Context: an optimization exercise on an open-source flow, tuned for small area. The choices shown serve that exercise and are no tape-out recipe. The RTL was checked by simulation tests, not by an equivalence proof against the original design. Power is estimated from default activity; no workload was simulated.

run 1:
==> flow/design.v (excerpt) <==
module TopModule(scanline_horizontal,scanline_vertical,player_input,clk,rst,player_win,cpu_win,st,board1,board2,board3,board4,board5,board6,board7,board8,board9,cpu_en,cpu_select,turns,is_full,mode,mo1,mo0);
Size: about 400 cells after synthesis, roughly 52 flip-flops, roughly 85 I/O pins, about 0.0033 mm² of cells after synthesis.
==> flow/config.mk <==
export PLATFORM = sky130hd
export DESIGN_NAME = TopModule
export DESIGN_NICKNAME = TopModule
export VERILOG_FILES = /design/flow/design.v
export SDC_FILE = /design/flow/constraint.sdc
export NUM_CORES = 4
export LEC_CHECK = 0
export CAP_MARGIN = 20
export CORE_MARGIN = 2
export CORE_UTILIZATION = 40
export GPL_TIMING_DRIVEN = 0
export SLEW_MARGIN = 0
==> flow/constraint.sdc <==
create_clock -name core_clock -period 10.0 [get_ports {clk}]
set_input_delay 2.0000 -clock core_clock [delete_from_list [all_inputs] [get_ports {clk}]]
set_output_delay 2.0000 -clock core_clock [all_outputs]
set_load 0.01 [all_outputs]
standard.sh (not shown) runs the stock make flow with config.mk's settings and CLKGATE_MAP_FILE= SYNTH_SCRIPT=/design/flow/synth_recipe.tcl, a recipe that flattens the netlist after the stock synthesis.
==> flow/flow/run.sh <==
#!/bin/bash
# Own layout flow: the standard flow (standard.sh) with these changes:
#  - synthesis is the standard flow's synthesis script (synth_recipe.tcl and ORFS synth.tcl) with the ABC script
#    replaced by flow/own.abc (deeper, area-oriented) and without ORFS's full-adder extraction, so
#    ABC maps all combinational logic; the Yosys front end, register mapping, flattening and
#    renaming are unchanged,
#  - ports are buffered with sky130_fd_sc_hd__buf_1,
#  - clock tree synthesis without dummy loads (flow/cts_args).
set -euo pipefail
W=$(pwd)
F=$W/flow
awk -v abc="$F/own.abc" '
  /^# Technology mapping of adders/ { skip = 1; found++ }
  /^# Technology mapping of latches/ { skip = 0 }
  skip { next }
  /log_cmd abc \{\*\}\$abc_args/ { sub(/log_cmd abc \{\*\}\$abc_args/, "log_cmd abc -script " abc " {*}[lrange $abc_args 2 end]"); found++ }
  { print }
  END { if (found != 2) exit 1 }
' "$FLOW_HOME/scripts/synth.tcl" > "$W/own_synth_body.tcl"
sed 's|source \$::env(SCRIPTS_DIR)/synth.tcl|source '"$W"'/own_synth_body.tcl|' "$W/synth_recipe.tcl" > "$W/own_synth.tcl"
grep -q "own_synth_body" "$W/own_synth.tcl"
sed 's|SYNTH_SCRIPT=[^ ]*|SYNTH_SCRIPT='"$W"'/own_synth.tcl|' "$W/standard.sh" > "$W/own_standard.sh"
grep -q "own_synth.tcl" "$W/own_standard.sh"
export BUFFER_PORTS_ARGS="-buffer_cell sky130_fd_sc_hd__buf_1"
export REMOVE_ABC_BUFFERS=1
export CTS_ARGS="$(cat "$F/cts_args")"
bash "$W/own_standard.sh" finish > "$W/flow.log" 2>&1
==> flow/flow/cts_args <==
-sink_clustering_enable -repair_clock_nets -dont_use_dummy_load
==> flow/flow/own.abc <==
strash
&get -n
&deepsyn -I 6 -J 80
&dch -f
&nf -R 1000 -p -F 8 -A 4 -a
&put
strash
&get -n
&deepsyn -I 4 -J 50
&dch -f
&nf -R 1000 -p -F 8 -A 4 -a
&put
strash
&get -n
&deepsyn -I 4 -J 50
&dch -f
&nf -R 1000 -p -F 8 -A 4 -a
&put
topo
Input changes introduced in run 2 (baseline for comparison: run 1):
==> flow/flow/own.abc <==
strash
&get -n
&deepsyn -I 6 -J 80
&dch -f
&nf -R 1000 -p -F 12 -A 8 -a -E 10
&put
strash
&get -n
&deepsyn -I 4 -J 50
&dch -f
&nf -R 1000 -p -F 12 -A 8 -a
&put
topo
==> results.txt <==
Compared with run 1, run 2 shows a higher fraction of power spent switching nets. Higher stage delay of the slowest cell on the critical path was reported by run 1, not run 2. The core of run 2 is more densely filled than that of run 1. Compared with run 1, in run 2 design area went down by 23 µm²; global routing met3 resource utilization went up by 0.18 points; synthesis-to-finish area growth was more or less identical; area after synthesis went down by 0.72%; power density of the placed cells went up by 19%. From run 1 to run 2 the numbers moved as follows: synthesized netlist cell count lower, area enclosed by the die boundary has decreased, effective utilization at floorplan rose 1.2 points.
## Diff of input files: run 3 against run 2
Settings: changing SLEW_MARGIN from 0 to 20.
==> flow/flow/own.abc <==
strash
&get -n
&deepsyn -I 6 -J 80
&dch -f
&nf -R 1000 -p -F 8 -A 4 -a
&put
topo
Notes after the runs:
Against run 2, run 3 reports a routed wire length that is lower. Delta (run 3 minus run 2): instance count after placement with tap cells included up 15, power has increased, final critical delay including setup and external delays went down 0.0085 ns, utilization now smaller. Run 3: basic-gate share of the synthesized area counting and, or, nand and nor cells is 1.9 points higher than what run 2 reported. Sequential share of layout area for run 3: 0.45 points down relative to run 2. Compared to run 2, run 3 has die area 68 µm² higher.
#### Input delta (run 4 over run 3)
==> flow/flow/own.abc <==
strash
&get -n
&deepsyn -I 6 -J 80
&dch -f
&nf -R 1000 -p -F 8 -A 4 -a
&put
strash
&get -n
&deepsyn -I 4 -J 50
&dch -f
&nf -R 1000 -p -F 8 -A 4 -a
&put
topo
### Flow results
Every stage of the flow completed for run 4, and the final layout passed the timing, design-rule and antenna checks. Compared with run 3, run 4 shows number of global-route vias before repair that has gone down by a few percent. On synthesis-to-finish area growth, run 3 tracks run 4 almost exactly. Taking run 3 as the reference point, the well-tap cell count of run 4 falls by 3. Re count of nets left with antenna violations after detail routing: no difference whatsoever between run 4 and run 3. In run 4, the max-slew headroom at the worst pin came out 0.54 points above the value in run 3. Taking run 3 as the reference point, the global-route usage of run 4 rises by 0.34 points. Against run 3, run 4 comes in 2.9% higher on mean number of vias per cell.
Inputs modified between run 4 and run 5:
Settings: SLEW_MARGIN now 0, was 20.
Notes after the runs:
- Changes observed in run 5 relative to run 4: worst hold slack went up 0.0054 ns; worst setup slack went up 0.012 ns; number of synthesized flops with an enable pin held; leakage power summed over all cells went down 0.0054 nW.
- Comparing run 5 with run 4, the critical path's largest stage delay came out essentially unchanged.
- Area growth from synthesis to layout was lower in run 5 than in run 4.

==> what the ideal ports hide <==
No port has a modelled driver above. Below, the same layouts with a new extraction and two added sets of constraints. Step 1: set_driving_cell puts a clkbuf_16 on clk and a buf_2 on each other input, an assumption about the parent block. Step 2 also shifts input and output timing later by t, the mid clock arrival at the registers, as if the neighbouring blocks saw the same clock. Three values: ideal, step 1, step 2; two values: the first two.
run	t (ns)	setup slack, ns	hold WS [ns]	worst data-port slew with drivers (ns)
run 1	0.331	5.474 / 5.453 / 5.453	0.373 / 0.373 / 0.373	0.04
run 2	0.329	5.432 / 5.408 / 5.408	0.355 / 0.355 / 0.355	0.03
run 3	0.336	5.441 / 5.420 / 5.420	0.355 / 0.355 / 0.355	0.03
run 4	0.314	5.390 / 5.366 / 5.366	0.366 / 0.366 / 0.366	0.03
run 5	0.321	5.401 / 5.378 / 5.378	0.372 / 0.372 / 0.372	0.03
After both steps setup and hold are still met in every run listed.
